From an optimization exercise on the open Yosys and OpenROAD flow, aimed at a short achievable clock period and few clock cycles per item; shortcuts taken in it are not production practice.
Only simulation tests tie the RTL to the original design; equivalence was not proved.
Power figures rest on the tool's default switching activity, not on a simulated workload.

[flow/config.mk]
export PLATFORM = sky130hd
export DESIGN_NAME = processor_arm
export DESIGN_NICKNAME = processor_arm
export VERILOG_FILES = /design/flow/design.v
export SDC_FILE = /design/flow/constraint.sdc
export NUM_CORES = 4
export LEC_CHECK = 0
export CAP_MARGIN = 20
export CORE_MARGIN = 2
export CORE_UTILIZATION = 40
export SLEW_MARGIN = 20
export SYNTH_HIERARCHICAL = 1
export SYNTH_MINIMUM_KEEP_SIZE = 0
[flow/constraint.sdc]
create_clock -name core_clock -period 10.0 [get_ports {CLOCK_50}]
set_input_delay 2.0000 -clock core_clock [delete_from_list [all_inputs] [get_ports {CLOCK_50}]]
set_output_delay 2.0000 -clock core_clock [all_outputs]
set_load 0.01 [all_outputs]
[flow/design.v]
module processor_arm
    #(parameter N = 64) (
    input  logic         CLOCK_50, reset,
    output logic [N-1:0] IM_addr,
    input  logic [31:0]  IM_readData,
    output logic [N-1:0] DM_writeData, DM_addr,
    output logic         DM_writeEnable, DM_readEnable,
    input  logic [N-1:0] DM_readData
);
    logic clk;
    assign clk = CLOCK_50;
    logic [9:0]  pc;             
    logic [31:0] ir_d;
    logic [9:0]  pc_d;
    logic        v_d;
    logic        pred_d;         
    logic [4:0]  r2_d;           
    logic [30:0] oh1, oh2;       
    logic [63:0] a_e, b_e, s_e;
    logic        sub_e, and_e, or_e, ekz_e;    
    logic [4:0]  rd_e;
    logic        we_e, ld_e, st_e;
    logic [63:0] res_m, sd_m;
    logic [4:0]  rd_m;
    logic        we_m, ld_m;
    logic [63:0] dma_q;
    logic        dre_q, dwe_q;
    logic [9:0]  ima_q;
    logic [63:0] regs [0:30];
    logic [30:0] zbit;
    logic [10:0] op;
    assign op = ir_d[31:21];
    logic is_ldur, is_stur, is_cbz, is_add, is_sub, is_and, is_orr;
    logic is_addi, is_subi, is_andi, is_orri, is_movz, is_r, is_i;
    logic [11:0] dec_d, dec_f;
    logic [10:0] fop;
    assign fop = IM_readData[31:21];
    assign dec_f = {(fop == 11'b111_1100_0010),
                    (fop == 11'b111_1100_0000),
                    (fop[10:3] == 8'b1011_0100),
                    (fop == 11'b100_0101_1000),
                    (fop == 11'b110_0101_1000),
                    (fop == 11'b100_0101_0000),
                    (fop == 11'b101_0101_0000),
                    (fop[10:1] == 10'b100_1000_100),
                    (fop[10:1] == 10'b110_1000_100),
                    (fop[10:1] == 10'b100_1001_000),
                    (fop[10:1] == 10'b101_1001_000),
                    (fop[10:2] == 9'b110_1001_01)};
    assign {is_ldur, is_stur, is_cbz, is_add, is_sub, is_and, is_orr,
            is_addi, is_subi, is_andi, is_orri, is_movz} = dec_d;
    assign is_r    = is_add | is_sub | is_and | is_orr;
    assign is_i    = is_addi | is_subi | is_andi | is_orri;
    logic [4:0] rn, r2, rt;
    assign rn = ir_d[9:5];
    assign rt = ir_d[4:0];
    assign r2 = r2_d;
    logic uses1, uses2, writes;
    assign uses1  = is_r | is_i | is_ldur | is_stur;
    assign uses2  = is_r | is_stur | is_cbz;
    assign writes = (is_r | is_i | is_movz | is_ldur) & (rt != 5'd31);
    logic [63:0] sum_e, suma_e, and_v, or_v, alu_e;
    logic        z_e, sub_d;
    ks_add64 ADD(.a(a_e), .b(b_e), .inv1(sub_e), .inv2(sub_e ^ sub_d), .s1(sum_e), .s2(suma_e));
    assign and_v = a_e & b_e;
    assign or_v  = a_e | b_e;
    assign alu_e = and_e ? and_v : or_e ? or_v : sum_e;
    logic zs_and, zs_or, zs_sub;
    zdet64 ZDET(.a(a_e), .b(b_e), .and_op(zs_and), .or_op(zs_or), .sub_op(zs_sub), .z(z_e));
    logic [63:0] rf1, rf2, mval;
    logic [1983:0] regs_flat;
    always_comb
        for (int i = 0; i < 31; i++)
            regs_flat[i*64 +: 64] = regs[i];
    rfread RF1(.oh(oh1), .regs(regs_flat), .y(rf1));
    rfread RF2(.oh(oh2), .regs(regs_flat), .y(rf2));
    logic e1, e2, m1, m2;
    assign e1 = we_e & (rd_e == rn);
    assign e2 = we_e & (rd_e == r2);
    assign m1 = we_m & (rd_m == rn);
    assign m2 = we_m & (rd_m == r2);
    assign mval = ld_m ? DM_readData : res_m;
    logic        e1m, e2r, sum_sel;
    logic [63:0] a_oth, b_oth, s_oth, a_next, b_next, s_next;
    assign sum_sel = ~and_e & ~or_e;
    assign e1m   = e1 & ~is_movz;
    assign e2r   = e2 & is_r;
    assign a_oth = (is_movz ? 64'd0 : m1 ? mval : rf1) ^ {64{sub_d}};
    assign s_oth = m2 ? mval : rf2;
    assign b_oth = is_r ? s_oth : bimm;
    fwd4 FA(.x_sum(suma_e), .x_and(and_v ^ {64{sub_d}}), .x_or(or_v ^ {64{sub_d}}), .x_oth(a_oth),
            .s_sum(e1m & sum_sel), .s_and(e1m & and_e), .s_or(e1m & or_e), .s_oth(~e1m), .y(a_next));
    fwd4 FB(.x_sum(sum_e), .x_and(and_v), .x_or(or_v), .x_oth(b_oth),
            .s_sum(e2r & sum_sel), .s_and(e2r & and_e), .s_or(e2r & or_e), .s_oth(~e2r), .y(b_next));
    fwd4 FS(.x_sum(sum_e), .x_and(and_v), .x_or(or_v), .x_oth(s_oth),
            .s_sum(e2 & sum_sel), .s_and(e2 & and_e), .s_or(e2 & or_e), .s_oth(~e2), .y(s_next));
    logic stall;
    assign stall = v_d & ( (uses1 & e1 & ld_e) | (uses2 & e2 & ld_e) |
                           (is_cbz & ~e2 & m2 & ld_m) );
    logic zc, taken, redirect_d;
    assign zc    = |(oh2 & zbit) | (r2 == 5'd31);
    logic cbz_ok;
    assign cbz_ok     = v_d & is_cbz & ~stall;
    logic rd_ne, rd_e1, rd_e0;
    assign rd_ne      = cbz_ok & ~e2 & (zc ^ pred_d);
    assign rd_e1      = cbz_ok & e2 & ~pred_d;    
    assign rd_e0      = cbz_ok & e2 & pred_d;     
    assign redirect_d = rd_ne | (z_e ? rd_e1 : rd_e0);
    logic [9:0] target, fix_pc;
    assign target = pc_d + ir_d[14:5];
    logic [9:0] pc_d1, pc1;
    always_comb
        for (int i = 0; i < 10; i++) begin
            pc_d1[i] = pc_d[i] ^ (&(pc_d | ~((10'd1 << i) - 10'd1)));
            pc1[i]   = pc[i]   ^ (&(pc   | ~((10'd1 << i) - 10'd1)));
        end
    assign fix_pc = pred_d ? pc_d1 : target;
    logic [31:0] fi;
    logic [4:0]  frt;
    logic        f_cbz, fd, fe, fm, dkz, dknz, fz, pred_f;
    assign fi    = IM_readData;
    assign frt   = fi[4:0];
    assign f_cbz = (fi[31:24] == 8'b1011_0100);
    assign fd    = v_d & writes & (rt == frt);
    assign fe    = we_e & (rd_e == frt);
    assign fm    = we_m & (rd_m == frt);
    assign dkz   = (is_sub & (rn == ir_d[20:16])) |
                   (is_andi & (ir_d[21:10] == 12'd0)) |
                   (is_and & ((rn == 5'd31) | (ir_d[20:16] == 5'd31))) |
                   (is_movz & (ir_d[20:5] == 16'd0));
    assign dknz  = (is_movz & (ir_d[20:5] != 16'd0)) |
                   (is_orri & (ir_d[21:10] != 12'd0));
    logic [31:0] zvo;
    assign zvo = {1'b1, zbit};
    fpred FP(.frt(frt), .zvo(zvo), .d_en(v_d & writes), .d_rd(rt), .dkz(dkz),
             .e_en(we_e), .e_rd(rd_e), .ze(ekz_e), .fz(fz));
    assign pred_f = f_cbz & fz;
    logic [9:0] target_f;
    assign target_f = pc + fi[14:5];
    logic [4:0]  f_r2;
    logic [30:0] f_oh1, f_oh2;
    assign f_r2 = fi[28] ? fi[4:0] : fi[20:16];
    always_comb
        for (int i = 0; i < 31; i++) begin
            f_oh1[i] = (fi[9:5] == i);
            f_oh2[i] = (f_r2 == i);
        end
    logic [63:0] bimm;
    always_comb begin
        if (is_ldur | is_stur)  bimm = {{55{ir_d[20]}}, ir_d[20:12]};
        else if (is_movz)       bimm = {48'd0, ir_d[20:5]} << {ir_d[22:21], 4'd0};
        else                    bimm = {52'd0, ir_d[21:10]};
    end
    logic        go;
    assign sub_d = is_sub | is_subi;
    assign go    = v_d & ~stall;
    logic [9:0] pc_base, pc_next, ima_next;
    logic [9:0] pa, pa_r, pcb_r, fix_r, x1, x0, x1r, x0r;
    logic       red1, red0;
    assign pc_base = stall ? pc : pc1;
    assign pa      = (f_cbz & ~stall) ? target_f : pc_base;
    assign pa_r    = reset ? 10'd0 : pa;
    assign pcb_r   = reset ? 10'd0 : pc_base;
    assign fix_r   = reset ? 10'd0 : fix_pc;
    assign red1    = rd_ne | rd_e1;
    assign red0    = rd_ne | rd_e0;
    pcsel2 P1(.red(red1), .fz(fz), .fix(fix_pc), .pa(pa), .pb(pc_base), .y(x1));
    pcsel2 P0(.red(red0), .fz(fz), .fix(fix_pc), .pa(pa), .pb(pc_base), .y(x0));
    pcsel2 R1(.red(red1), .fz(fz), .fix(fix_r), .pa(pa_r), .pb(pcb_r), .y(x1r));
    pcsel2 R0(.red(red0), .fz(fz), .fix(fix_r), .pa(pa_r), .pb(pcb_r), .y(x0r));
    zsel ZS1(.z(z_e), .x1(x1), .x0(x0), .y(pc_next));
    zsel ZS2(.z(z_e), .x1(x1r), .x0(x0r), .y(ima_next));
    always_ff @(posedge clk, posedge reset) begin
        if (reset) begin
            pc  <= 10'd0;
            v_d <= 1'b0;
        end else begin
            pc <= pc_next;
            if (~stall)      v_d <= ~redirect_d;
        end
    end
    always_ff @(posedge clk) begin
        if (~stall) begin
            ir_d   <= IM_readData;
            pc_d   <= pc;
            pred_d <= pred_f;
            dec_d  <= dec_f;
            r2_d   <= f_r2;
            oh1    <= f_oh1;
            oh2    <= f_oh2;
        end
    end
    always_ff @(posedge clk, posedge reset) begin
        if (reset) begin
            we_e <= 1'b0;
            zs_and <= 1'b0;
            zs_or  <= 1'b0;
            zs_sub <= 1'b0;
            ld_e <= 1'b0;
            st_e <= 1'b0;
            we_m <= 1'b0;
            res_m <= 64'd0;      
            dre_q <= 1'b0;
            dwe_q <= 1'b0;
        end else begin
            we_e <= go & writes;
            zs_and <= is_and | is_andi;
            zs_or  <= is_orr | is_orri;
            zs_sub <= sub_d;
            ld_e <= go & is_ldur;
            st_e <= go & is_stur;
            we_m <= we_e;
            res_m <= alu_e;
            dre_q <= ld_e;
            dwe_q <= st_e;
        end
    end
    always_ff @(posedge clk) begin
        a_e   <= a_next;
        b_e   <= b_next;
        sub_e <= sub_d;
        ekz_e <= dkz;
        and_e <= is_and | is_andi;
        or_e  <= is_orr | is_orri;
        s_e   <= s_next;
        rd_e  <= rt;
        ld_m  <= ld_e;
        dma_q <= alu_e;
        ima_q <= ima_next;
        sd_m  <= s_e;
        rd_m  <= rd_e;
    end
    always_ff @(posedge clk) begin
        if (we_m) regs[rd_m] <= mval;
        if (we_m & ld_m) zbit[rd_m] <= ~|DM_readData;
        if (we_e & ~ld_e) zbit[rd_e] <= z_e;
    end
    assign IM_addr        = {52'd0, ima_q, 2'b00};
    assign DM_addr        = dma_q;
    assign DM_writeData   = sd_m;
    assign DM_writeEnable = dwe_q;
    assign DM_readEnable  = dre_q;
endmodule
module ks_add64 (
    input  logic [63:0] a, b,
    input  logic        inv1, inv2,
    output logic [63:0] s1, s2
);
    logic [63:0]    p0, g0, c;
    logic [447:0]   G, P;
    assign p0 = a ^ b;
    assign g0 = a & b;
    assign G[63:0] = g0;
    assign P[63:0] = p0;
    genvar l, i;
    generate
        for (l = 1; l < 7; l = l + 1) begin : lvl
            for (i = 0; i < 64; i = i + 1) begin : bt
                if (i >= (1 << (l - 1))) begin : op
                    assign G[l*64+i] = G[(l-1)*64+i] | (P[(l-1)*64+i] & G[(l-1)*64+i-(1 << (l-1))]);
                    assign P[l*64+i] = P[(l-1)*64+i] & P[(l-1)*64+i-(1 << (l-1))];
                end else begin : pass
                    assign G[l*64+i] = G[(l-1)*64+i];
                    assign P[l*64+i] = P[(l-1)*64+i];
                end
            end
        end
    endgenerate
    assign c  = {G[6*64+62:6*64], 1'b0};
    assign s1 = (p0 ^ {64{inv1}}) ^ c;
    assign s2 = (p0 ^ {64{inv2}}) ^ c;
endmodule
module zdet64 (
    input  logic [63:0] a, b,
    input  logic        and_op, or_op, sub_op,
    output logic        z
);
    logic [63:0] p, o, t;
    assign p = a ^ b;
    assign o = a | b;
    always_comb
        for (int i = 0; i < 64; i++)
            t[i] = and_op ? (a[i] & b[i]) : or_op ? o[i] :
                   sub_op ? ~p[i] : (p[i] ^ ((i == 0) ? 1'b0 : o[i-1]));
    assign z = ~|t;
endmodule
module fwd4 (
    input  logic [63:0] x_sum, x_and, x_or, x_oth,
    input  logic        s_sum, s_and, s_or, s_oth,
    output logic [63:0] y
);
    assign y = ({64{s_sum}} & x_sum) | ({64{s_and}} & x_and) |
               ({64{s_or}} & x_or) | ({64{s_oth}} & x_oth);
endmodule
module rfread (
    input  logic [30:0]   oh,
    input  logic [1983:0] regs,
    output logic [63:0]   y
);
    always_comb begin
        y = 64'd0;
        for (int i = 0; i < 31; i++)
            y = y | ({64{oh[i]}} & regs[i*64 +: 64]);
    end
endmodule
module fpred (
    input  logic [4:0]  frt,
    input  logic [31:0] zvo,
    input  logic        d_en, dkz, e_en, ze,
    input  logic [4:0]  d_rd, e_rd,
    output logic        fz
);
    assign fz = (d_en & (d_rd == frt)) ? dkz :
                (e_en & (e_rd == frt)) ? ze : zvo[frt];
endmodule
module zsel (
    input  logic       z,
    input  logic [9:0] x1, x0,
    output logic [9:0] y
);
    assign y = z ? x1 : x0;
endmodule
module pcsel2 (
    input  logic       red, fz,
    input  logic [9:0] fix, pa, pb,
    output logic [9:0] y
);
    assign y = red ? fix : fz ? pa : pb;
endmodule
[flow/flow/run.sh]
#!/bin/bash
# Standard layout (the standard.sh, standard synthesis unchanged), with the
# timing repair asked to aim well below the clock period, and the port buffers
# made plain buffers (the default picks a delay cell, which the footprint-
# matching repair then cannot swap for a faster buffer).
set -euo pipefail
bash standard.sh SETUP_SLACK_MARGIN=7 "BUFFER_PORTS_ARGS=-buffer_cell sky130_fd_sc_hd__buf_6" finish > flow_make.log 2>&1
[flow/standard.sh]
#!/bin/bash
# synth_recipe.tcl (not shown) runs the flow's synth.tcl, then flattens the netlist and writes it again
# the make line also repeats each setting of config.mk as NAME=value (left out here)
make -C /OpenROAD-flow-scripts/flow DESIGN_CONFIG=/design/flow/config.mk WORK_HOME=/design/flow/orfs CLKGATE_MAP_FILE= SYNTH_SCRIPT=/design/flow/synth_recipe.tcl "${@:-finish}"
==> flow_results.xml, run 1 <==
<?xml version="1.0" encoding="UTF-8"?>
<metrics>
  <group name="outcome">
    <metric name="status" unit="">failed layout checks</metric>
    <metric name="checkFailReasons" unit="">max-slew violations</metric>
  </group>
  <group name="logic_synthesis">
    <metric name="post_synth_most_frequent_cells" unit="">edfxtp_1, a22oi_1, nand2_1, clkbuf_1, nor2_1</metric>
    <metric name="edff_count_synth" unit="">2097</metric>
    <metric name="synth_cell_types" unit="">119</metric>
    <metric name="yosysWarningCount" unit="">9</metric>
    <metric name="syn-instance-count" unit="">9930</metric>
    <metric name="post-synth-top-count-cell" unit="">edfxtp_1</metric>
    <metric name="ys_seq_area_frac" unit="">0.584</metric>
    <metric name="postSynthRegisterBits" unit="">2557</metric>
    <metric name="ys_dominant_reg_cell" unit="">edfxtp_1</metric>
    <metric name="synthDominantAreaCellType" unit="">edfxtp_1</metric>
    <metric name="synth_top_area_share" unit="">0.507</metric>
    <metric name="mappedNetlistArea" unit="um^2">124000</metric>
    <metric name="synth_async_sr_flop_share" unit="">0.0329</metric>
    <metric name="synth.avg_cell_area" unit="um^2">12.5</metric>
    <metric name="netlist_top_cells_area" unit="">edfxtp_1, a22oi_1, dfxtp_1</metric>
  </group>
  <group name="cells_and_area">
    <metric name="fill_cell_total_of_the_finished_layout" unit="">26212</metric>
    <metric name="instances_no_fill" unit="">14743</metric>
    <metric name="post_layout_net_count" unit="">10700</metric>
    <metric name="post-route-cell-area" unit="um^2">154000</metric>
    <metric name="post-route-util" unit="">0.497</metric>
    <metric name="drive_gt1_frac" unit="">0.292</metric>
    <metric name="area_growth_syn_to_layout" unit="%">23.7</metric>
  </group>
  <group name="cts">
    <metric name="clock-root-buffer" unit="">clkbuf_16</metric>
    <metric name="tritoncts" unit="">done</metric>
    <metric name="clock_sink_count" unit="">2557</metric>
    <metric name="worst_setup_hold_path_clk_slew" unit="ps">60</metric>
    <metric name="hold_buffers" unit="">0</metric>
    <metric name="clkLatencyLatePin" unit="ps">920</metric>
    <metric name="h_tree_levels" unit="">5</metric>
    <metric name="cts_buffer_depth" unit="">4</metric>
    <metric name="cts-buffers-inserted" unit="">284</metric>
  </group>
  <group name="global_route">
    <metric name="maximum_number_of_pins_on_one_net_before_global_route_repair" unit="">65</metric>
    <metric name="grt_usage" unit="">0.353</metric>
    <metric name="initial_antenna_violation_count" unit="">49</metric>
    <metric name="grt_total_ovfl" unit="">0</metric>
    <metric name="grt_pass1_vias" unit="">98320</metric>
    <metric name="grt_pass1_wl" unit="um">784000</metric>
  </group>
  <group name="floorplan">
    <metric name="die-width" unit="um">561</metric>
    <metric name="core_area" unit="um^2">309000</metric>
    <metric name="die-height" unit="um">561</metric>
    <metric name="design.die.area" unit="um^2">315000</metric>
    <metric name="initial_utilization" unit="">0.402</metric>
    <metric name="number_of_i_o_pins" unit="">292</metric>
    <metric name="floorplan.rows" unit="">204</metric>
  </group>
  <group name="detailed_routing">
    <metric name="detail_route.wl_per_cell" unit="um">41.1</metric>
    <metric name="postRouteAntennaNets" unit="">0</metric>
    <metric name="vias_per_cell" unit="">7.19</metric>
    <metric name="dr_wl_met2" unit="um">250000</metric>
    <metric name="met3_wirelength" unit="um">98300</metric>
    <metric name="top_layer" unit="">met5</metric>
    <metric name="postRouteWirelength" unit="um">605000</metric>
    <metric name="detail_route.first_pass.iterations" unit="">15</metric>
    <metric name="drc" unit="">0</metric>
    <metric name="vias" unit="">106035</metric>
    <metric name="drt-met1-wl" unit="um">204000</metric>
    <metric name="drt-initial-drc-count" unit="">19656</metric>
  </group>
  <group name="sta">
    <metric name="final_period_minus_worst_setup_slack" unit="ps">3590</metric>
    <metric name="slew_headroom" unit="">-0.102</metric>
    <metric name="fin_setup_tns" unit="ps">0</metric>
    <metric name="fin_worst_hold_slack" unit="ps">305</metric>
    <metric name="fin_crit_sh" unit="">0.359</metric>
    <metric name="achievable-frequency" unit="MHz">278</metric>
    <metric name="grt_setup_unrepaired" unit="">true</metric>
    <metric name="hold_viol_final" unit="">0</metric>
    <metric name="worst_slew_pin_slew" unit="ps">1650</metric>
    <metric name="setup_viol" unit="">0</metric>
    <metric name="fin_ws" unit="ps">6410</metric>
    <metric name="fin_skew" unit="ps">70.4</metric>
    <metric name="timing.final.max_slew_violations" unit="">29</metric>
  </group>
  <group name="critical_path">
    <metric name="timing.critical_path.cells" unit="">buf_12, xor2_2, nor4_2, buf_4, nand4bb_1, mux2i_2, a31oi_4, buf_6, buf_6, buf_12, buf_16, mux2i_2, o21ai_1, mux2_4</metric>
    <metric name="timing_worst_setup_path_type" unit="">primary input to flop</metric>
    <metric name="timing.reg2reg.worst_path_depth" unit="">9</metric>
    <metric name="worst_setup_path_end_kind" unit="">flop</metric>
    <metric name="critical_path.startpoint_type" unit="">primary input</metric>
    <metric name="critical_path.reg2reg.startpoint" unit="">oh1[7]</metric>
    <metric name="crit_slowest_cell" unit="">nor4_2</metric>
    <metric name="worstPathMaxFanout" unit="">5</metric>
    <metric name="critical_path.max_stage_delay" unit="ps">340</metric>
    <metric name="arrival" unit="ps">4380</metric>
    <metric name="timing.rr.end" unit="">a_e[19]</metric>
    <metric name="critical_path_required" unit="ps">10790</metric>
    <metric name="r2r_slack" unit="ps">6410</metric>
  </group>
  <group name="power">
    <metric name="finalPower" unit="mW">28.6</metric>
    <metric name="static-leakage-power" unit="nW">53.2</metric>
    <metric name="ir_drop" unit="mV">0.126</metric>
    <metric name="power_per_cell_area" unit="nW/um^2">186</metric>
  </group>
  <group name="run">
    <metric name="max_cap_check_violation_count" unit="">0</metric>
  </group>
  <group name="placed_design">
    <metric name="dpl-instance-area" unit="um^2">131000</metric>
    <metric name="dp_hpwl" unit="um">334000</metric>
    <metric name="place_congestion" unit="">1.01</metric>
    <metric name="dp_slack" unit="ps">5050</metric>
    <metric name="port_buffers" unit="">237</metric>
    <metric name="placedCellCount" unit="">13766</metric>
  </group>
  <group name="min_path">
    <metric name="hold_depth" unit="">0</metric>
    <metric name="class_of_the_worst_hold_path" unit="">flop to flop</metric>
    <metric name="hp-start" unit="">s_e[15]</metric>
    <metric name="whs_endpoint" unit="">sd_m[15]</metric>
  </group>
</metrics>
[state kept, by name, indices dropped and copies added (netlist names), 10 cells and up]
name,flops
a_e,64
b_e,64
dec_d,12
dma_q,64
ima_q,10
ir_d,23
oh1,31
oh2,31
pc,10
pc_d,10
regs,1984
res_m,64
s_e,64
sd_m,64
zbit,31
[critical path: cells and delay by family]
kind	cells	cell delay (ps)
mux	3	720
xor+xnor	1	170
buf+inv	6	820
compound gates	2	190
simple gates	2	470
[worst max-delay path by stage]
stage / end / slack [ps] / startpoint / depth (start not counted)
detailed placement: s_e[19] / 5050 / rd_e[0] / 9
floorplan: pc[8] / 6010 / IM_readData[5] / 11
global placement: s_e[19] / 4940 / rd_e[0] / 9
finish: pc[3] / 6410 / IM_readData[2] / 14
CTS: pc[8] / 6500 / IM_readData[5] / 12
global route: pc[8] / 6320 / IM_readData[5] / 12
[cells in the final DEF (no fill, tap or decap), types with 47 or more instances in the layout]
| master | count |
|---|---|
| o21ai_0 | 63 |
| nor2_4 | 57 |
| mux2_4 | 177 |
| nor2_2 | 47 |
| or2_2 | 76 |
| a22oi_2 | 132 |
| conb_1 | 55 |
| a22o_2 | 95 |
| a21oi_2 | 49 |
| a22oi_1 | 1803 |
| buf_16 | 51 |
| dfxtp_2 | 222 |
| xor2_1 | 112 |
| and2_1 | 89 |
| a221oi_2 | 118 |
| or4_4 | 116 |
| xnor2_2 | 61 |
| nand4_1 | 316 |
| nor3_1 | 49 |
| nand2_1 | 472 |
| clkinv_1 | 48 |
| xnor2_1 | 221 |
| a222oi_1 | 130 |
| buf_4 | 256 |
| dfrtp_1 | 81 |
| nand2b_1 | 89 |
| dfxtp_1 | 115 |
| clkbuf_16 | 328 |
| o21ai_1 | 78 |
| buf_6 | 399 |
| a21oi_1 | 252 |
| buf_8 | 47 |
| inv_1 | 186 |
| ha_1 | 154 |
| nand3_1 | 273 |
| buf_12 | 112 |
| nor2_1 | 281 |
| edfxtp_1 | 2097 |
| mux2i_1 | 48 |
[Yosys stat by module, one instance, submodules excluded]
module	copies in the design	flip-flops and latches
fpred	1	0
ks_add64	1	0
pcsel2	4	0
rfread	2	0
zsel	2	0
fwd4	3	0
zdet64	1	0
processor_arm	1	2557
[layout make-up]
cell class / count / area, um^2 / share of cell area
Clock buffer: 341 / 7500 / 0.0488
Timing Repair Buffer: 911 / 11900 / 0.0776
Sequential cell: 2557 / 73000 / 0.475
Timing Repair inverter: 1 / 5.00 / 0.0000326
Inverter: 195 / 746 / 0.00485
Tap cell: 4120 / 5150 / 0.0335
Multi-Input combinational cell: 6426 / 53700 / 0.349
Antenna cell: 32 / 80.1 / 0.000521
Clock inverter: 160 / 1570 / 0.0102
[routing by layer]
layer | GRT usage | up-vias
li1 | - | 40605
met1 | 0.432 | 52472
met2 | 0.517 | 10230
met3 | 0.138 | 2685
met4 | 0.231 | 43
met5 | 0 | -
[report_power, final]
group / switching [mW] / internal [mW] / leakage [nW]
registers: 0.363 / 12.4 / 23.5
clock network: 4.59 / 5.96 / 4.40
logic: 3.32 / 2.01 / 25.3
[logic make-up after synthesis]
family	after synthesis	synth area share
compound gates	3212	0.200
xor+xnor	470	0.0357
fa+ha+maj	226	0.0229
buf+inv	1012	0.0419
flops	2557	0.584
mux	249	0.0235
other cells	2	0.0000604
simple gates	2202	0.0923
[timing repair]
action	4_1_cts	5_1_grt
setup buffers	186	176
setup endpoints to repair	1664	1278
pin swaps	308	513
cloned	34	47
resized for setup	1292	754
Testbench counts, summed over its fixed seeds: cycles 51,340, instrs 48,617.
==> run 2: changes to the inputs <==
--- a/flow/design.v
+++ b/flow/design.v
@@ -135,4 +135,7 @@
     fpred FP(.frt(frt), .zvo(zvo), .d_en(v_d & writes), .d_rd(rt), .dkz(dkz),
              .e_en(we_e), .e_rd(rd_e), .ze(ekz_e), .fz(fz));
+    logic fzn;
+    fpredn FPN(.frt(frt), .zvo(zvo), .d_en(v_d & writes), .d_rd(rt), .dkz(dkz),
+               .e_en(we_e), .e_rd(rd_e), .ze(ekz_e), .fzn(fzn));
     assign pred_f = f_cbz & fz;
     logic [9:0] target_f;
@@ -167,6 +170,6 @@
     pcsel2 P1(.red(red1), .fz(fz), .fix(fix_pc), .pa(pa), .pb(pc_base), .y(x1));
     pcsel2 P0(.red(red0), .fz(fz), .fix(fix_pc), .pa(pa), .pb(pc_base), .y(x0));
-    pcsel2 R1(.red(red1), .fz(fz), .fix(fix_r), .pa(pa_r), .pb(pcb_r), .y(x1r));
-    pcsel2 R0(.red(red0), .fz(fz), .fix(fix_r), .pa(pa_r), .pb(pcb_r), .y(x0r));
+    pcsel2n R1(.red(red1), .fzn(fzn), .fix(fix_r), .pa(pa_r), .pb(pcb_r), .y(x1r));
+    pcsel2n R0(.red(red0), .fzn(fzn), .fix(fix_r), .pa(pa_r), .pb(pcb_r), .y(x0r));
     zsel ZS1(.z(z_e), .x1(x1), .x0(x0), .y(pc_next));
     zsel ZS2(.z(z_e), .x1(x1r), .x0(x0r), .y(ima_next));
@@ -328,2 +331,19 @@
     assign y = red ? fix : fz ? pa : pb;
 endmodule
+module fpredn (
+    input  logic [4:0]  frt,
+    input  logic [31:0] zvo,
+    input  logic        d_en, dkz, e_en, ze,
+    input  logic [4:0]  d_rd, e_rd,
+    output logic        fzn
+);
+    assign fzn = (d_en & (d_rd == frt)) ? ~dkz :
+                 (e_en & (e_rd == frt)) ? ~ze : ~zvo[frt];
+endmodule
+module pcsel2n (
+    input  logic       red, fzn,
+    input  logic [9:0] fix, pa, pb,
+    output logic [9:0] y
+);
+    assign y = red ? fix : fzn ? pb : pa;
+endmodule
--- a/flow/config.mk
+++ b/flow/config.mk
@@ -8,5 +8,6 @@
 export CAP_MARGIN = 20
 export CORE_MARGIN = 2
-export CORE_UTILIZATION = 40
+export CORE_UTILIZATION = 35
+export PLACE_DENSITY = 0.45
 export SLEW_MARGIN = 20
 export SYNTH_HIERARCHICAL = 1
==> flow_results.xml, run 2 <==
<?xml version="1.0" encoding="UTF-8"?>
<metrics>
  <group name="detailed_routing">
    <metric name="detail_route.first_pass.iterations" unit="">7</metric>
    <metric name="vias_per_cell" unit="">6.65</metric>
    <metric name="vias" unit="">103363</metric>
    <metric name="drc" unit="">0</metric>
    <metric name="detail_route.wl_per_cell" unit="um">41.7</metric>
    <metric name="postRouteWirelength" unit="um">648000</metric>
    <metric name="postRouteAntennaNets" unit="">0</metric>
    <metric name="drt-initial-drc-count" unit="">16167</metric>
  </group>
  <group name="cts">
    <metric name="cts_buffer_depth" unit="">4</metric>
    <metric name="hold_buffers" unit="">0</metric>
    <metric name="tritoncts" unit="">done</metric>
    <metric name="worst_setup_hold_path_clk_slew" unit="ps">60</metric>
    <metric name="clock_sink_count" unit="">2557</metric>
    <metric name="clkLatencyLatePin" unit="ps">940</metric>
    <metric name="clock-root-buffer" unit="">clkbuf_16</metric>
    <metric name="cts-buffers-inserted" unit="">298</metric>
    <metric name="h_tree_levels" unit="">5</metric>
  </group>
  <group name="floorplan">
    <metric name="die-height" unit="um">600</metric>
    <metric name="initial_utilization" unit="">0.352</metric>
    <metric name="design.die.area" unit="um^2">360000</metric>
    <metric name="die-width" unit="um">600</metric>
    <metric name="floorplan.rows" unit="">218</metric>
    <metric name="number_of_i_o_pins" unit="">292</metric>
    <metric name="core_area" unit="um^2">353000</metric>
  </group>
  <group name="logic_synthesis">
    <metric name="synth.avg_cell_area" unit="um^2">12.4</metric>
    <metric name="ys_dominant_reg_cell" unit="">edfxtp_1</metric>
    <metric name="syn-instance-count" unit="">10030</metric>
    <metric name="edff_count_synth" unit="">2097</metric>
    <metric name="synth_top_area_share" unit="">0.506</metric>
    <metric name="postSynthRegisterBits" unit="">2557</metric>
    <metric name="synth_async_sr_flop_share" unit="">0.0329</metric>
    <metric name="netlist_top_cells_area" unit="">edfxtp_1, a22oi_1, dfxtp_1</metric>
    <metric name="synthDominantAreaCellType" unit="">edfxtp_1</metric>
    <metric name="post_synth_most_frequent_cells" unit="">edfxtp_1, a22oi_1, nor2_1, clkbuf_1, nand2_1</metric>
    <metric name="ys_seq_area_frac" unit="">0.584</metric>
    <metric name="post-synth-top-count-cell" unit="">edfxtp_1</metric>
    <metric name="synth_cell_types" unit="">112</metric>
    <metric name="yosysWarningCount" unit="">9</metric>
    <metric name="mappedNetlistArea" unit="um^2">124000</metric>
  </group>
  <group name="sta">
    <metric name="worst_slew_pin_slew" unit="ps">1070</metric>
    <metric name="fin_worst_hold_slack" unit="ps">313</metric>
    <metric name="achievable-frequency" unit="MHz">276</metric>
    <metric name="setup_viol" unit="">0</metric>
    <metric name="hold_viol_final" unit="">0</metric>
    <metric name="fin_ws" unit="ps">6380</metric>
    <metric name="timing.final.max_slew_violations" unit="">0</metric>
    <metric name="fin_setup_tns" unit="ps">0</metric>
    <metric name="slew_headroom" unit="">0.277</metric>
    <metric name="final_period_minus_worst_setup_slack" unit="ps">3620</metric>
    <metric name="fin_skew" unit="ps">46.6</metric>
    <metric name="grt_setup_unrepaired" unit="">true</metric>
    <metric name="fin_crit_sh" unit="">0.362</metric>
  </group>
  <group name="cells_and_area">
    <metric name="largest_register_ffs" unit="">1984</metric>
    <metric name="area_growth_syn_to_layout" unit="%">25.5</metric>
    <metric name="multi_input_comb_area" unit="um^2">54000</metric>
    <metric name="post-route-cell-area" unit="um^2">156000</metric>
    <metric name="most_common_library_cell_in_the_layout_ignoring_fill_and_taps" unit="">edfxtp_1</metric>
    <metric name="post_layout_net_count" unit="">10867</metric>
    <metric name="registers.top_by_ff_count" unit="">regs</metric>
    <metric name="most-common-layout-cells" unit="">edfxtp_1, a22oi_1, nand2_1</metric>
    <metric name="instances_no_fill" unit="">15546</metric>
    <metric name="fill_cell_total_of_the_finished_layout" unit="">31921</metric>
    <metric name="drive_gt1_frac" unit="">0.294</metric>
    <metric name="post-route-util" unit="">0.442</metric>
    <metric name="sequential_cell_area" unit="um^2">73100</metric>
  </group>
  <group name="placed_design">
    <metric name="port_buffers" unit="">237</metric>
    <metric name="dp_slack" unit="ps">4980</metric>
    <metric name="dp_hpwl" unit="um">363000</metric>
    <metric name="place_congestion" unit="">0.962</metric>
    <metric name="dpl-instance-area" unit="um^2">132000</metric>
    <metric name="placedCellCount" unit="">14520</metric>
  </group>
  <group name="global_route">
    <metric name="initial_antenna_violation_count" unit="">39</metric>
    <metric name="grt_pass1_wl" unit="um">830000</metric>
    <metric name="grt_pass1_vias" unit="">97138</metric>
    <metric name="maximum_number_of_pins_on_one_net_before_global_route_repair" unit="">102</metric>
    <metric name="grt_usage" unit="">0.336</metric>
    <metric name="grt_total_ovfl" unit="">0</metric>
  </group>
  <group name="power">
    <metric name="ir_drop" unit="mV">0.151</metric>
    <metric name="power_per_cell_area" unit="nW/um^2">188</metric>
    <metric name="static-leakage-power" unit="nW">54.0</metric>
    <metric name="finalPower" unit="mW">29.3</metric>
  </group>
  <group name="critical_path">
    <metric name="arrival" unit="ps">4480</metric>
    <metric name="timing.reg2reg.worst_path_depth" unit="">14</metric>
    <metric name="worst_setup_path_end_kind" unit="">flop</metric>
    <metric name="critical_path_required" unit="ps">10860</metric>
    <metric name="worstPathMaxFanout" unit="">8</metric>
    <metric name="critical_path.startpoint_type" unit="">primary input</metric>
    <metric name="timing_worst_setup_path_type" unit="">primary input to flop</metric>
  </group>
  <group name="min_path">
    <metric name="hold_depth" unit="">0</metric>
    <metric name="class_of_the_worst_hold_path" unit="">flop to flop</metric>
  </group>
  <group name="outcome">
    <metric name="status" unit="">no timing/DRC/antenna violations</metric>
  </group>
  <group name="run">
    <metric name="max_cap_check_violation_count" unit="">0</metric>
  </group>
</metrics>
-- run 2: changes by cell type after synthesis, moves of 43 or more --
cell,before,now
a211oi_1,15,71
inv_1,193,262
mux2i_1,54,131
a21o_1,41,84
nor2_1,381,495
mux2_2,163,19
nand2_1,526,423
-- run 2: worst paths after layout --
| kind | from | to | slack (ps) |
|---|---|---|---|
| worst max-delay path | DM_readData[21] | zbit[1] | 6380 |
| worst min register to register | s_e[9] | sd_m[9] | 310 |
| worst min-delay path | s_e[9] | sd_m[9] | 310 |
| worst max register to register | a_e[38] | pc[0] | 6670 |
| max in group asynchronous | reset | res_m[36] | 7290 |
| min in group asynchronous | reset | pc[4] | 1180 |
-- run 2: cell type report --
type                            count  area share
Tap cell                         4730      0.0379
Timing Repair Buffer              954      0.0776
Inverter                          264     0.00709
Clock buffer                      372      0.0518
Timing Repair inverter             24     0.00109
Clock inverter                    168     0.00988
Multi-Input combinational cell   6444       0.346
Antenna cell                       33    0.000529
Sequential cell                  2557       0.468
-- run 2: report_power, final --
group          leakage (nW)  internal [mW]  switching [mW]
registers              23.5           12.4           0.372
logic                  25.8           2.01            3.47
clock network          4.70           6.32            4.72
-- run 2: what timing repair did --
action / in CTS / in global routing
gates resized for setup: 1325 / 874
cloned: 41 / 51
pin swaps: 288 / 677
buffers inserted: 222 / 139
endpoints found under the setup margin: 2969 / 1618
-- run 2: cells by family after synthesis --
group                      Yosys count  share of synthesized area
adders and majority gates          226                     0.0228
and+or+nand+nor                   2212                     0.0919
buffers and inverters             1088                     0.0439
AOI/OAI and AO/OA                 3275                      0.204
xor gates and xnor gates           488                     0.0367
other                                2                  0.0000604
muxes                              182                     0.0171
DFF                               2557                      0.584
-- run 2: layer usage --
layer | vias to the layer above | share of wire | GRT usage
li1 | 41054 | - | -
met1 | 53208 | 0.37 | 0.417
met2 | 7366 | 0.44 | 0.520
met3 | 1717 | 0.12 | 0.101
met4 | 18 | 0.066 | 0.186
met5 | - | 0.00042 | 0.00388
-- run 2: modules after synthesis, one instance, submodules excluded --
module,flops+latches,times used,area [um^2],cells
zsel,0,2,161,11
fwd4,0,3,1620,220
fpredn,0,1,449,46
processor_arm,2557,1,85700,4738
pcsel2n,0,2,213,33
pcsel2,0,2,213,33
zdet64,0,1,4050,574
ks_add64,0,1,5930,818
fpred,0,1,478,46
rfread,0,2,10900,1497
-- run 2: worst max-delay path, cell delays in order --
cell     delay [ps]
buf_6           100
nor4_4          610
nand4_1         350
nor4_4          610
buf_6           230
and3_4          270
inv_2            40
o21a_1          160
o22ai_1          90
Testbench counts of run 2, summed over its fixed seeds: cycles 51,340, instrs 48,617.
==> run 3: changes to the inputs <==
--- a/flow/design.v
+++ b/flow/design.v
@@ -29,4 +29,6 @@
     logic [63:0] regs [0:30];
     logic [30:0] zbit;
+    logic        wl_v, wl_z;
+    logic [4:0]  wl_r;
     logic [10:0] op;
     assign op = ir_d[31:21];
@@ -99,5 +101,7 @@
                            (is_cbz & ~e2 & m2 & ld_m) );
     logic zc, taken, redirect_d;
-    assign zc    = |(oh2 & zbit) | (r2 == 5'd31);
+    logic w2;
+    assign w2    = wl_v & (wl_r == r2);
+    assign zc    = w2 ? wl_z : |(oh2 & zbit) | (r2 == 5'd31);
     logic cbz_ok;
     assign cbz_ok     = v_d & is_cbz & ~stall;
@@ -175,4 +179,8 @@
     zsel ZS2(.z(z_e), .x1(x1r), .x0(x0r), .y(ima_next));
     always_ff @(posedge clk, posedge reset) begin
+        if (reset) wl_v <= 1'b0;
+        else       wl_v <= we_m & ld_m & ~(we_e & ~ld_e & (rd_e == rd_m));
+    end
+    always_ff @(posedge clk, posedge reset) begin
         if (reset) begin
             pc  <= 10'd0;
@@ -236,5 +244,7 @@
     always_ff @(posedge clk) begin
         if (we_m) regs[rd_m] <= mval;
-        if (we_m & ld_m) zbit[rd_m] <= ~|DM_readData;
+        wl_r <= rd_m;
+        wl_z <= ~|DM_readData;
+        if (wl_v) zbit[wl_r] <= wl_z;
         if (we_e & ~ld_e) zbit[rd_e] <= z_e;
     end
--- a/flow/config.mk
+++ b/flow/config.mk
@@ -6,9 +6,9 @@
 export NUM_CORES = 4
 export LEC_CHECK = 0
-export CAP_MARGIN = 20
+export CAP_MARGIN = 30
 export CORE_MARGIN = 2
 export CORE_UTILIZATION = 35
 export PLACE_DENSITY = 0.45
-export SLEW_MARGIN = 20
+export SLEW_MARGIN = 50
 export SYNTH_HIERARCHICAL = 1
 export SYNTH_MINIMUM_KEEP_SIZE = 0
==> flow_results.xml, run 3 <==
<?xml version="1.0" encoding="UTF-8"?>
<metrics>
  <group name="detailed_routing">
    <metric name="detail_route.first_pass.iterations" unit="">9</metric>
    <metric name="drt-initial-drc-count" unit="">16188</metric>
    <metric name="postRouteAntennaNets" unit="">0</metric>
    <metric name="postRouteWirelength" unit="um">634000</metric>
    <metric name="vias_per_cell" unit="">6.63</metric>
    <metric name="vias" unit="">102895</metric>
    <metric name="detail_route.wl_per_cell" unit="um">40.8</metric>
    <metric name="drc" unit="">0</metric>
  </group>
  <group name="global_route">
    <metric name="maximum_number_of_pins_on_one_net_before_global_route_repair" unit="">78</metric>
    <metric name="grt_usage" unit="">0.336</metric>
    <metric name="grt_pass1_wl" unit="um">834000</metric>
    <metric name="initial_antenna_violation_count" unit="">35</metric>
    <metric name="grt_total_ovfl" unit="">0</metric>
    <metric name="grt_pass1_vias" unit="">97552</metric>
  </group>
  <group name="floorplan">
    <metric name="die-width" unit="um">600</metric>
    <metric name="number_of_i_o_pins" unit="">292</metric>
    <metric name="die-height" unit="um">600</metric>
    <metric name="initial_utilization" unit="">0.352</metric>
    <metric name="design.die.area" unit="um^2">360000</metric>
    <metric name="floorplan.rows" unit="">218</metric>
    <metric name="core_area" unit="um^2">353000</metric>
  </group>
  <group name="power">
    <metric name="sw_frac_of_total" unit="">0.291</metric>
    <metric name="power.combinational.fraction" unit="">0.179</metric>
    <metric name="power_per_cell_area" unit="nW/um^2">187</metric>
    <metric name="net-switching-power" unit="mW">8.50</metric>
    <metric name="cell_internal_pwr" unit="mW">20.7</metric>
    <metric name="sequential_cell_fraction_of_total_power" unit="">0.436</metric>
    <metric name="static-leakage-power" unit="nW">53.2</metric>
    <metric name="clkPwrFrac" unit="">0.385</metric>
    <metric name="ir_drop" unit="mV">0.144</metric>
  </group>
  <group name="logic_synthesis">
    <metric name="syn-instance-count" unit="">10049</metric>
    <metric name="yosysWarningCount" unit="">9</metric>
    <metric name="ys_dominant_reg_cell" unit="">edfxtp_1</metric>
    <metric name="netlist_top_cells_area" unit="">edfxtp_1, a22oi_1, dfxtp_1</metric>
    <metric name="mappedNetlistArea" unit="um^2">124000</metric>
    <metric name="post_synth_most_frequent_cells" unit="">edfxtp_1, a22oi_1, nand2_1, clkbuf_1, nor2_1</metric>
    <metric name="synthDominantAreaCellType" unit="">edfxtp_1</metric>
    <metric name="synth_cell_types" unit="">108</metric>
    <metric name="post-synth-top-count-cell" unit="">edfxtp_1</metric>
    <metric name="synth_top_area_share" unit="">0.507</metric>
    <metric name="postSynthRegisterBits" unit="">2564</metric>
    <metric name="synth_async_sr_flop_share" unit="">0.0332</metric>
    <metric name="edff_count_synth" unit="">2097</metric>
    <metric name="ys_seq_area_frac" unit="">0.585</metric>
    <metric name="synth.avg_cell_area" unit="um^2">12.4</metric>
  </group>
  <group name="cells_and_area">
    <metric name="largest_register_ffs" unit="">1984</metric>
    <metric name="most-common-layout-cells" unit="">edfxtp_1, a22oi_1, nand2_1</metric>
    <metric name="post_layout_net_count" unit="">10849</metric>
    <metric name="area_growth_syn_to_layout" unit="%">25.3</metric>
    <metric name="most_common_library_cell_in_the_layout_ignoring_fill_and_taps" unit="">edfxtp_1</metric>
    <metric name="registers.top_by_ff_count" unit="">regs</metric>
    <metric name="fill_cell_total_of_the_finished_layout" unit="">31975</metric>
    <metric name="drive_gt1_frac" unit="">0.294</metric>
  </group>
  <group name="cts">
    <metric name="cts-buffers-inserted" unit="">305</metric>
    <metric name="cts_buffer_depth" unit="">4</metric>
    <metric name="clock_sink_count" unit="">2564</metric>
    <metric name="worst_setup_hold_path_clk_slew" unit="ps">60</metric>
    <metric name="clkLatencyLatePin" unit="ps">960</metric>
    <metric name="tritoncts" unit="">done</metric>
    <metric name="clock-root-buffer" unit="">clkbuf_16</metric>
    <metric name="h_tree_levels" unit="">5</metric>
  </group>
  <group name="sta">
    <metric name="achievable-frequency" unit="MHz">286</metric>
    <metric name="fin_skew" unit="ps">81.3</metric>
    <metric name="setup_viol" unit="">0</metric>
    <metric name="fin_crit_sh" unit="">0.350</metric>
    <metric name="hold_viol_final" unit="">0</metric>
    <metric name="worst_slew_pin_slew" unit="ps">1200</metric>
    <metric name="final_period_minus_worst_setup_slack" unit="ps">3500</metric>
    <metric name="slew_headroom" unit="">0.198</metric>
    <metric name="fin_setup_tns" unit="ps">0</metric>
    <metric name="fin_worst_hold_slack" unit="ps">317</metric>
    <metric name="grt_setup_unrepaired" unit="">true</metric>
    <metric name="timing.final.max_slew_violations" unit="">0</metric>
  </group>
  <group name="placed_design">
    <metric name="dp_hpwl" unit="um">359000</metric>
    <metric name="place_congestion" unit="">0.968</metric>
    <metric name="port_buffers" unit="">237</metric>
  </group>
  <group name="run">
    <metric name="max_cap_check_violation_count" unit="">0</metric>
  </group>
  <group name="critical_path">
    <metric name="critical_path.startpoint_type" unit="">flop</metric>
    <metric name="worstPathMaxFanout" unit="">1</metric>
    <metric name="timing_worst_setup_path_type" unit="">flop to primary output</metric>
    <metric name="crit_family" unit="">flip-flops</metric>
    <metric name="worst_setup_path_end_kind" unit="">primary output</metric>
    <metric name="critical_path_required" unit="ps">8000</metric>
    <metric name="timing.critical_path.cells" unit="">buf_6</metric>
    <metric name="crit_buf_inv" unit="">1</metric>
    <metric name="arrival" unit="ps">1500</metric>
    <metric name="critical_path.max_stage_delay" unit="ps">420</metric>
    <metric name="crit_slowest_cell" unit="">dfxtp_4</metric>
  </group>
  <group name="outcome">
    <metric name="status" unit="">no timing/DRC/antenna violations</metric>
  </group>
  <group name="min_path">
    <metric name="class_of_the_worst_hold_path" unit="">flop to flop</metric>
  </group>
</metrics>
-- run 3: changes by cell type after synthesis, moves of 9 or more --
cell and change:
a21o_1 -61, nand3b_1 +9, o21ai_0 +130, o21ai_1 +11
mux2_2 -15, o22ai_1 -9, buf_2 +12, a221oi_1 -15
xor2_1 +9, nor2_1 -104, clkbuf_1 -19, nor3_1 -33
nand2_1 +145, a21oi_1 -61
-- run 3: layout make-up --
cell class | instances | area (um^2) | area share
antenna | 23 | 57.6 | 0.000370
clock buffer | 389 | 8230 | 0.0528
clock inverter | 168 | 1620 | 0.0104
inverter | 258 | 1030 | 0.00659
multi-input combinational | 6461 | 53400 | 0.343
sequential | 2564 | 73200 | 0.470
tap | 4730 | 5920 | 0.0380
timing repair buffer | 935 | 12300 | 0.0790
timing repair inverter | 1 | 8.76 | 0.0000562
-- run 3: layer usage --
metal | up-vias | track usage | part of all wire
met2 | 7604 | 0.510 | 0.44
met4 | 16 | 0.180 | 0.064
met5 | - | 0 | 0.00055
li1 | 40937 | - | -
met1 | 52665 | 0.427 | 0.37
met3 | 1673 | 0.105 | 0.13
-- run 3: final timing paths --
| path | depth (start not counted) | slack [ps] | end | startpoint |
|---|---|---|---|---|
| setup / recovery | 1 | 6500 | DM_writeData[61] | sd_m[61] |
| hold / removal | 0 | 320 | sd_m[2] | s_e[2] |
| setup reg to reg | 13 | 6570 | pc[4] | dec_d[0] |
| hold reg to reg | 0 | 320 | sd_m[2] | s_e[2] |
| max in group asynchronous | 3 | 8090 | zs_sub | reset |
| min in group asynchronous | 2 | 970 | pc[5] | reset |
-- run 3: metrics by stage --
stage	power, mW	std cells	setup slack, ps	utilization	instance area (um^2)
global route	30.0	15515	6480	0.441	156000
floorplan	15.0	10103	5950	-	125000
finish	29.2	15529	6500	0.441	156000
global placement	17.0	14505	5090	0.373	132000
detailed placement	17.1	14556	5370	0.377	133000
CTS	28.8	15371	6460	0.428	151000
-- run 3: kinds of logic after synthesis --
family,synth area share
AO/OA/AOI/OAI,0.202
XOR/XNOR,0.0377
adder cells (fa/ha/maj),0.0228
buffers and inverters,0.0438
flip-flops,0.585
multiplexers,0.0156
other,0.0000604
AND/OR/NAND/NOR,0.0928
-- run 3: power groups by stage --
stage / registers [mW] / clock network [mW] / logic (mW)
2_1_floorplan: 12.8 / 0 / 2.17
3_3_place_gp: 12.9 / 0 / 4.14
3_5_place_dp: 12.9 / 0 / 4.24
4_1_cts: 12.7 / 11.3 / 4.75
5_1_grt: 12.8 / 11.8 / 5.44
6_report: 12.7 / 11.2 / 5.22
-- run 3: per-module statistics from Yosys (local to each module, per instance) --
module         cells  flops+latches  copies in the design
pcsel2n           33              0                     2
processor_arm   4757           2564                     1
zdet64           574              0                     1
pcsel2            33              0                     2
ks_add64         818              0                     1
zsel              11              0                     2
fpredn            46              0                     1
fpred             46              0                     1
rfread          1497              0                     2
fwd4             220              0                     3
-- run 3: repair_timing --
item,CTS,global route
cloned,44,17
endpoints found under the setup margin,1156,600
hold buffers,0,0
pin swaps,423,736
buffers inserted,214,113
gates resized for setup,1291,713
hold endpoints to repair,0,0
Testbench counts of run 3, summed over its fixed seeds: cycles 51,357, instrs 48,617.
==> run 4: changes to the inputs <==
--- a/flow/design.v
+++ b/flow/design.v
@@ -144,5 +144,5 @@
     assign pred_f = f_cbz & fz;
     logic [9:0] target_f;
-    assign target_f = pc + fi[14:5];
+    ks_add10 TADD(.a(pc), .b(fi[14:5]), .s(target_f));
     logic [4:0]  f_r2;
     logic [30:0] f_oh1, f_oh2;
@@ -167,5 +167,5 @@
     assign pc_base = stall ? pc : pc1;
     assign pa      = (f_cbz & ~stall) ? target_f : pc_base;
-    assign pa_r    = reset ? 10'd0 : pa;
+    assign pa_r    = (f_cbz & ~stall & ~reset) ? target_f : reset ? 10'd0 : pc_base;
     assign pcb_r   = reset ? 10'd0 : pc_base;
     assign fix_r   = reset ? 10'd0 : fix_pc;
@@ -358,2 +358,28 @@
     assign y = red ? fix : fzn ? pb : pa;
 endmodule
+module ks_add10 (
+    input  logic [9:0] a, b,
+    output logic [9:0] s
+);
+    logic [9:0]  p0, c;
+    logic [49:0] G, P;
+    assign p0 = a ^ b;
+    assign G[9:0] = a & b;
+    assign P[9:0] = p0;
+    genvar l, i;
+    generate
+        for (l = 1; l < 5; l = l + 1) begin : lvl
+            for (i = 0; i < 10; i = i + 1) begin : bt
+                if (i >= (1 << (l - 1))) begin : op
+                    assign G[l*10+i] = G[(l-1)*10+i] | (P[(l-1)*10+i] & G[(l-1)*10+i-(1 << (l-1))]);
+                    assign P[l*10+i] = P[(l-1)*10+i] & P[(l-1)*10+i-(1 << (l-1))];
+                end else begin : pass
+                    assign G[l*10+i] = G[(l-1)*10+i];
+                    assign P[l*10+i] = P[(l-1)*10+i];
+                end
+            end
+        end
+    endgenerate
+    assign c = {G[4*10+8:4*10], 1'b0};
+    assign s = p0 ^ c;
+endmodule
==> flow_results.xml, run 4 <==
<?xml version="1.0" encoding="UTF-8"?>
<metrics>
  <group name="cells_and_area">
    <metric name="drive_gt1_frac" unit="">0.319</metric>
    <metric name="fill_cell_total_of_the_finished_layout" unit="">32075</metric>
    <metric name="largest_register_ffs" unit="">1984</metric>
    <metric name="most-common-layout-cells" unit="">edfxtp_1, a22oi_1, nand2_1</metric>
    <metric name="post_layout_net_count" unit="">10977</metric>
    <metric name="area_growth_syn_to_layout" unit="%">27.8</metric>
    <metric name="most_common_library_cell_in_the_layout_ignoring_fill_and_taps" unit="">edfxtp_1</metric>
    <metric name="registers.top_by_ff_count" unit="">regs</metric>
  </group>
  <group name="floorplan">
    <metric name="die-height" unit="um">601</metric>
    <metric name="initial_utilization" unit="">0.351</metric>
    <metric name="number_of_i_o_pins" unit="">292</metric>
    <metric name="floorplan.rows" unit="">219</metric>
    <metric name="die-width" unit="um">601</metric>
    <metric name="core_area" unit="um^2">355000</metric>
    <metric name="design.die.area" unit="um^2">361000</metric>
  </group>
  <group name="sta">
    <metric name="slew_headroom" unit="">0.382</metric>
    <metric name="fin_skew" unit="ps">43.1</metric>
    <metric name="setup_viol" unit="">0</metric>
    <metric name="final_period_minus_worst_setup_slack" unit="ps">3460</metric>
    <metric name="worst_slew_pin_slew" unit="ps">909</metric>
    <metric name="fin_setup_tns" unit="ps">0</metric>
    <metric name="achievable-frequency" unit="MHz">289</metric>
    <metric name="fin_ws" unit="ps">6540</metric>
    <metric name="timing.final.max_slew_violations" unit="">0</metric>
    <metric name="grt_setup_unrepaired" unit="">true</metric>
    <metric name="hold_viol_final" unit="">0</metric>
    <metric name="fin_crit_sh" unit="">0.346</metric>
  </group>
  <group name="detailed_routing">
    <metric name="vias_per_cell" unit="">6.63</metric>
    <metric name="drc" unit="">0</metric>
    <metric name="vias" unit="">103840</metric>
    <metric name="postRouteAntennaNets" unit="">0</metric>
    <metric name="drt-initial-drc-count" unit="">16004</metric>
    <metric name="detail_route.first_pass.iterations" unit="">7</metric>
    <metric name="postRouteWirelength" unit="um">650000</metric>
    <metric name="detail_route.wl_per_cell" unit="um">41.5</metric>
  </group>
  <group name="critical_path">
    <metric name="worst_setup_path_end_kind" unit="">primary output</metric>
    <metric name="timing.critical_path.cells" unit="">buf_6</metric>
    <metric name="critical_path.startpoint_type" unit="">flop</metric>
    <metric name="timing_worst_setup_path_type" unit="">flop to primary output</metric>
    <metric name="critical_path_required" unit="ps">8000</metric>
    <metric name="crit_family" unit="">flip-flops</metric>
    <metric name="crit_slowest_cell" unit="">dfrtp_1</metric>
    <metric name="critical_path.reg2reg.startpoint" unit="">b_e[12]</metric>
    <metric name="timing.rr.end" unit="">pc[3]</metric>
    <metric name="r2r_slack" unit="ps">6670</metric>
    <metric name="crit_buf_inv" unit="">1</metric>
    <metric name="critical_path.max_stage_delay" unit="ps">400</metric>
    <metric name="worstPathMaxFanout" unit="">1</metric>
    <metric name="arrival" unit="ps">1460</metric>
    <metric name="timing.reg2reg.worst_path_depth" unit="">12</metric>
  </group>
  <group name="logic_synthesis">
    <metric name="synth_cell_types" unit="">114</metric>
    <metric name="netlist_top_cells_area" unit="">edfxtp_1, a22oi_1, dfxtp_1</metric>
    <metric name="yosysWarningCount" unit="">9</metric>
    <metric name="synth.avg_cell_area" unit="um^2">12.4</metric>
    <metric name="synth_async_sr_flop_share" unit="">0.0332</metric>
    <metric name="mappedNetlistArea" unit="um^2">125000</metric>
    <metric name="ys_seq_area_frac" unit="">0.583</metric>
    <metric name="syn-instance-count" unit="">10040</metric>
    <metric name="post_synth_most_frequent_cells" unit="">edfxtp_1, a22oi_1, nor2_1, nand2_1, clkbuf_1</metric>
    <metric name="ys_dominant_reg_cell" unit="">edfxtp_1</metric>
    <metric name="postSynthRegisterBits" unit="">2564</metric>
    <metric name="synth_top_area_share" unit="">0.505</metric>
    <metric name="synthDominantAreaCellType" unit="">edfxtp_1</metric>
    <metric name="edff_count_synth" unit="">2097</metric>
    <metric name="post-synth-top-count-cell" unit="">edfxtp_1</metric>
  </group>
  <group name="cts">
    <metric name="cts-buffers-inserted" unit="">300</metric>
    <metric name="clock_sink_count" unit="">2564</metric>
    <metric name="clock-root-buffer" unit="">clkbuf_16</metric>
    <metric name="h_tree_levels" unit="">5</metric>
    <metric name="clkLatencyLatePin" unit="ps">950</metric>
    <metric name="worst_setup_hold_path_clk_slew" unit="ps">60</metric>
    <metric name="tritoncts" unit="">done</metric>
    <metric name="hold_buffers" unit="">0</metric>
    <metric name="cts_buffer_depth" unit="">4</metric>
  </group>
  <group name="global_route">
    <metric name="grt_pass1_wl" unit="um">842000</metric>
    <metric name="initial_antenna_violation_count" unit="">26</metric>
    <metric name="grt_pass1_vias" unit="">98214</metric>
    <metric name="maximum_number_of_pins_on_one_net_before_global_route_repair" unit="">73</metric>
    <metric name="grt_total_ovfl" unit="">0</metric>
    <metric name="grt_usage" unit="">0.334</metric>
  </group>
  <group name="min_path">
    <metric name="hp-start" unit="">s_e[55]</metric>
    <metric name="class_of_the_worst_hold_path" unit="">flop to flop</metric>
    <metric name="hold_depth" unit="">0</metric>
    <metric name="whs_endpoint" unit="">sd_m[55]</metric>
  </group>
  <group name="power">
    <metric name="static-leakage-power" unit="nW">55.1</metric>
    <metric name="power_per_cell_area" unit="nW/um^2">183</metric>
    <metric name="sw_frac_of_total" unit="">0.294</metric>
    <metric name="ir_drop" unit="mV">0.146</metric>
    <metric name="sequential_cell_fraction_of_total_power" unit="">0.436</metric>
    <metric name="cell_internal_pwr" unit="mW">20.7</metric>
    <metric name="net-switching-power" unit="mW">8.59</metric>
    <metric name="power.combinational.fraction" unit="">0.185</metric>
    <metric name="clkPwrFrac" unit="">0.379</metric>
  </group>
  <group name="placed_design">
    <metric name="dp_slack" unit="ps">5320</metric>
    <metric name="dp_hpwl" unit="um">361000</metric>
    <metric name="place_congestion" unit="">0.946</metric>
    <metric name="port_buffers" unit="">237</metric>
  </group>
  <group name="outcome">
    <metric name="status" unit="">no timing/DRC/antenna violations</metric>
  </group>
  <group name="run">
    <metric name="max_cap_check_violation_count" unit="">0</metric>
  </group>
</metrics>
run 4: cell types whose count changed after synthesis, sizes merged, moves of 15 or more:
cell,previous run,this run
mux2,24,53
o21ai,309,193
nor3,47,64
a21oi,239,308
nor2,391,455
o21ba,2,51
buf,380,365
nand2,570,445
and2,106,91
clkbuf,443,460
run 4: what timing repair did:
action | CTS | global route
buffers inserted | 249 | 173
cloned | 73 | 42
pin swaps | 414 | 735
gates resized for setup | 1274 | 914
endpoints found under the setup margin | 1242 | 701
run 4: cells by family after synthesis:
logic type | count (synthesis) | share of synthesized area
adder cells (fa/ha/maj) | 225 | 0.0227
AND/OR/NAND/NOR | 2187 | 0.0910
AO/OA/AOI/OAI | 3288 | 0.205
flip-flops | 2564 | 0.583
XOR/XNOR | 493 | 0.0370
buffers and inverters | 1089 | 0.0437
other | 2 | 0.0000602
multiplexers | 192 | 0.0180
run 4: per-layer routing:
metal | GRT usage | up-vias | routed length, um
li1 | - | 41301 | -
met1 | 0.422 | 53368 | 239000
met2 | 0.508 | 7383 | 284000
met3 | 0.0875 | 1774 | 74100
met4 | 0.215 | 14 | 52500
met5 | 0 | - | 251
run 4: per-stage QoR:
step | utilization | cell area (um^2) | total power [mW] | std cells | hold WS (ps)
floorplan | - | 125000 | 15.0 | 10094 | 310
global placement | 0.371 | 132000 | 17.1 | 14506 | 311
detailed placement | 0.376 | 133000 | 17.2 | 14563 | 314
CTS | 0.429 | 152000 | 28.7 | 15422 | 324
global route | 0.449 | 159000 | 30.0 | 15653 | 323
finish | 0.449 | 159000 | 29.2 | 15663 | 324
run 4: per-module statistics from Yosys, one instance, submodules excluded:
module         flops+latches  times used  cell area, um^2
pcsel2n                    0           2              213
zdet64                     0           1             4050
processor_arm           2564           1            85600
fwd4                       0           3             1620
fpred                      0           1              478
rfread                     0           2            10900
ks_add64                   0           1             5930
ks_add10                   0           1              438
fpredn                     0           1              449
pcsel2                     0           2              213
zsel                       0           2              161
run 4: area by class of cell:
class                      instances  area (um^2)  share of cell area
inverter                         264         1030             0.00646
tap                             4751         5940              0.0373
timing repair inverter             2         17.5            0.000110
sequential                      2564        73200               0.459
clock buffer                     373         8130              0.0510
timing repair buffer            1074        14600              0.0915
multi-input combinational       6448        55000               0.345
antenna                           23         57.6            0.000361
clock inverter                   164         1500             0.00939
run 4: power groups by stage:
stage / clock network [mW] / logic [mW] / registers (mW)
after global routing: 11.6 / 5.59 / 12.8
after CTS: 11.2 / 4.80 / 12.7
final: 11.1 / 5.40 / 12.8
after global placement: 0 / 4.14 / 12.9
after detailed placement: 0 / 4.26 / 12.9
after floorplan: 0 / 2.24 / 12.8
run 4: worst max path at each step:
stage / start / end / slack (ps) / cells past startpoint
after global placement: zs_sub / zbit[27] / 5270 / 9
after global routing: IM_readData[6] / ima_q[9] / 6480 / 12
after detailed placement: IM_readData[24] / ima_q[9] / 5320 / 9
after floorplan: reset / ima_q[9] / 5560 / 7
final: dre_q / DM_readEnable / 6540 / 1
after CTS: dre_q / DM_readEnable / 6460 / 1
run 4: worst register-to-register path, stage by stage (launching register included):
cell and delay [ps]:
dfxtp_4 360, buf_6 110, inv_4 30, ha_4 250
nor4bb_4 290, a31oi_1 80, o21ai_1 220, a31oi_4 230
nor4_4 510, and4_4 390, buf_12 150, bufbuf_16 300
mux2_4 320
Testbench counts of run 4, summed over its fixed seeds: cycles 51,357, instrs 48,617.

-- separate check: timing with driven ports --
Ports are ideal in the flow. The routed layouts listed here were re-timed in OpenROAD.
Step 1: set_driving_cell puts a clkbuf_16 on CLOCK_50 and a buf_2 on each other input, an assumption about the parent block.
Step 2 also shifts input and output timing later by t, the mid clock arrival at the registers, as if the neighbouring blocks saw the same clock.
Slacks: no drivers / after step 1 / after step 2; pairs: no drivers / after step 1.
| run | t, ns | setup slack, ns | pins driven straight from the clock port |
|---|---|---|---|
| run 1 | 0.996 | 6.406 / 6.383 / 5.387 | 1 |
| run 2 | 1.022 | 6.380 / 6.447 / 5.424 | 1 |
| run 3 | 1.042 | 6.503 / 6.395 / 5.541 | 1 |
| run 4 | 1.025 | 6.538 / 6.432 / 5.513 | 1 |
For run 4, which loses most, drivers alone change the setup slack by -0.106 ns; drivers and shift together by -1.025 ns.
